Source: an optimization exercise on an open RTL-to-GDS flow (aim: small area and a short achievable clock period). Production flows keep margins and buffers that such runs may drop. At most, simulation tests tie the RTL to the original design; equivalence was not proved. The flow treats the clock pin as an ideal source, which a real chip does not have.

the previous run:
Design c6288, start of the top module:
module c6288 (clk, reset, N1_wire, N18_wire, N35_wire, N52_wire, N69_wire, N86_wire, N103_wire, N120_wire, N137_wire, N154_wire, N171_wire, N188_wire, N205_wire, N222_wire, N239_wire, N256_wire, N273_wire, N290_wire, N307_wire, N324_wire, N341_wire, N358_wire, N375_wire, N392_wire, N409_wire, N426_wire, N443_wire, N460_wire, N477_wire, N494_wire, N511_wire, N528_wire,
  N545, N1581, N1901, N2223, N2548, N2877, N3211, N3552, N3895, N4241, N4591, N4946, N5308, N5672, N5971, N6123, N6150, N6160, N6170, N6180, N6190, N6200, N6210, N6220, N6230, N6240, N6250, N6260, N6270, N6280, N6288, N6287);
  input wire clk, reset;
  input wire N1_wire, N18_wire, N35_wire, N52_wire, N69_wire, N86_wire, N103_wire, N120_wire, N137_wire, N154_wire, N171_wire, N188_wire, N205_wire, N222_wire, N239_wire, N256_wire, N273_wire, N290_wire, N307_wire, N324_wire, N341_wire, N358_wire, N375_wire, N392_wire, N409_wire, N426_wire, N443_wire, N460_wire, N477_wire, N494_wire, N511_wire, N528_wire;
  ...
Size in the first run: about 840 cells after synthesis, ~66 I/O pins.
clock: 14.0 ns
lec_check: 0
cap_margin: 20
core_margin: 2
core_utilization: 40
slew_margin: 20
synth_hierarchical: 1
standard.sh (not shown) runs the stock make flow with config.mk's settings and CLKGATE_MAP_FILE= SYNTH_SCRIPT=/design/flow/synth_recipe.tcl, a recipe that flattens the netlist after the stock synthesis.
==> flow/flow/run.sh <==
#!/bin/bash
# Own layout flow: the standard flow (standard.sh) with extra ORFS make
# variables from flow/extra.txt (one VAR=value per line), e.g. a setup margin
# so that repair_timing sizes and buffers the multiplier for a short period
# rather than only for the 14 ns clock. Each step's full output goes to a log
# file in the work folder.
set -euo pipefail
mapfile -t EXTRA < <(grep -v '^#' flow/extra.txt | grep .)
bash standard.sh synth > synth.log 2>&1
bash standard.sh finish "${EXTRA[@]}" > layout.log 2>&1
==> flow/flow/extra.txt <==
SETUP_SLACK_MARGIN=10
Inputs modified between the previous run and the current run:
==> flow/flow/extra.txt <==
SETUP_SLACK_MARGIN=9.5
The current run finished end to end and its layout was clean on timing, DRC and antenna. Compared with the previous run, in the current run hold slack saw an increase, total via count in the routed design saw an increase.
Function was not checked in any run of this note: the RTL went through the layout flow alone.


Another version of the RTL of c6288 (not shown whole).
For scale: roughly 66 I/O pins, about 0.0083 mm² of cells after synthesis.
Design c6288, start of the top module:
module c6288 (clk, reset, N1_wire, N18_wire, N35_wire, N52_wire, N69_wire, N86_wire, N103_wire, N120_wire, N137_wire, N154_wire, N171_wire, N188_wire, N205_wire, N222_wire, N239_wire, N256_wire, N273_wire, N290_wire, N307_wire, N324_wire, N341_wire, N358_wire, N375_wire, N392_wire, N409_wire, N426_wire, N443_wire, N460_wire, N477_wire, N494_wire, N511_wire, N528_wire,
  N545, N1581, N1901, N2223, N2548, N2877, N3211, N3552, N3895, N4241, N4591, N4946, N5308, N5672, N5971, N6123, N6150, N6160, N6170, N6180, N6190, N6200, N6210, N6220, N6230, N6240, N6250, N6260, N6270, N6280, N6288, N6287);
clock: 14.0 ns
lec_check: 0
cap_margin: 5
core_margin: 2
core_utilization: 40
cts_buf_list: sky130_fd_sc_hd__clkbuf_4 sky130_fd_sc_hd__clkbuf_8
slew_margin: 5
synth_hierarchical: 1
==> flow/flow/run.sh <==
#!/bin/bash
# Own layout flow, built on the standard flow (standard.sh):
#  1. the standard synthesis;
#  2. every combinational cell set to the smallest size of its footprint
#     (flow/downsize.py); the resizer upsizes where timing needs it;
#  3. the standard flow up to CTS, with extra ORFS make variables from
#     flow/extra.txt (a setup margin, so that repair_timing works towards a
#     short period rather than only the 14 ns clock; port buffers of buf_1);
#  5. the rest of the standard flow (global route, repair, detailed route).
# Each step's full output goes to a log file of its own in the work folder.
set -euo pipefail
mapfile -t EXTRA < <(grep -v '^#' flow/extra.txt | grep .)
RES=orfs/results/$FLOW_PLATFORM/c6288/base
PLAT=$FLOW_HOME/platforms/$FLOW_PLATFORM
bash standard.sh synth > synth.log 2>&1
python3 flow/downsize.py $PLAT/lib/sky130_fd_sc_hd__tt_025C_1v80.lib $RES/1_2_yosys.v > downsize.log 2>&1
rm -f $RES/1_synth.odb $RES/1_synth.sdc
bash standard.sh cts "${EXTRA[@]}" > place_cts.log 2>&1
RES=$RES SKEW_CELLS="$(cat flow/skew_cells.txt)" LAUNCH_GROUPS=$(cat flow/launch_groups.txt) LAUNCH_CELL=sky130_fd_sc_hd__clkbuf_16 LIB=$PLAT/lib/sky130_fd_sc_hd__tt_025C_1v80.lib PLATFORM_DIR=$PLAT \
  openroad -no_init -exit flow/skew.tcl > skew.log 2>&1
bash standard.sh finish "${EXTRA[@]}" > route.log 2>&1
==> flow/flow/extra.txt <==
SETUP_SLACK_MARGIN=9.7
BUFFER_PORTS_ARGS=-buffer_cell sky130_fd_sc_hd__buf_1
TNS_END_PERCENT=0
==> flow/flow/skew_cells.txt <==
sky130_fd_sc_hd__clkbuf_1 sky130_fd_sc_hd__clkbuf_4
Other scripts of this flow, unchanged in this note and not shown: flow/flow/downsize.py, flow/flow/launch_groups.txt, flow/flow/skew.tcl
Change:
--- a/flow/config.mk
+++ b/flow/config.mk
@@ -6,8 +6,8 @@
 export NUM_CORES = 4
 export LEC_CHECK = 0
-export CAP_MARGIN = 5
+export CAP_MARGIN = 20
 export CORE_MARGIN = 2
 export CORE_UTILIZATION = 40
 export CTS_BUF_LIST = sky130_fd_sc_hd__clkbuf_4 sky130_fd_sc_hd__clkbuf_8
-export SLEW_MARGIN = 5
+export SLEW_MARGIN = 20
 export SYNTH_HIERARCHICAL = 1
The new run completed with no timing, DRC or antenna violations. Die area stays the same. Sequential share of layout area does not change. Final cell count does not change. Setup slack does not change. Design area stays the same. Routed wire length stays the same. Hold slack stays the same. Area after synthesis stays the same.
Change:
==> flow/flow/extra.txt (replaced) <==
SETUP_SLACK_MARGIN=9.8
BUFFER_PORTS_ARGS=-buffer_cell sky130_fd_sc_hd__buf_1
TNS_END_PERCENT=0
==> flow/flow/skew_cells.txt (replaced) <==
sky130_fd_sc_hd__clkbuf_4
What happened: The new run finished with timing, DRC and antenna clean; routed wire length stays flat; clock-buffer cell count decreases by 4.

[afterwards: timing with drivers on the ports]
How much do the figures lean on ideal ports? The routed layouts below were timed once more, with nothing changed but the port constraints.
Step 1: set_driving_cell puts a clkbuf_16 on clk and a buf_2 on each other input, an assumption about the parent block.
Step 2, shift: input delay + t, output delay - t, t = (earliest + latest rising clock arrival at the registers) / 2. This alone moves slack from input paths to output paths.
a / b / c = no drivers / after step 1 / after step 2; a / b = the first two.
run | shift t [ns] | setup WS [ns] | hold slack, ns | worst setup path after step 2 | latest minus earliest clock arrival (ns)
the previous run | 0.391 | 9.231 / 9.231 / 9.231 | 0.817 / 0.817 / 0.817 | register to register | 0.014 / 0.014
the current run | 0.390 | 9.298 / 9.298 / 9.298 | 0.874 / 0.874 / 0.874 | register to register | 0.012 / 0.013
the first run of note 2 | 0.432 | 10.111 / 10.037 / 10.132 | 0.446 / 0.446 / 0.446 | register to register | 0.439 / 0.439
the second run of note 2 | 0.432 | 10.111 / 10.037 / 10.132 | 0.446 / 0.446 / 0.446 | register to register | 0.439 / 0.439
the third run of note 2 | 0.392 | 10.116 / 10.112 / 10.116 | 0.515 / 0.515 / 0.515 | register to register | 0.373 / 0.373
In the first run of note 2, the second run of note 2 and the third run of note 2 the clock reaches the registers at very different times; t lies between them, and the last value is a rough guide only.
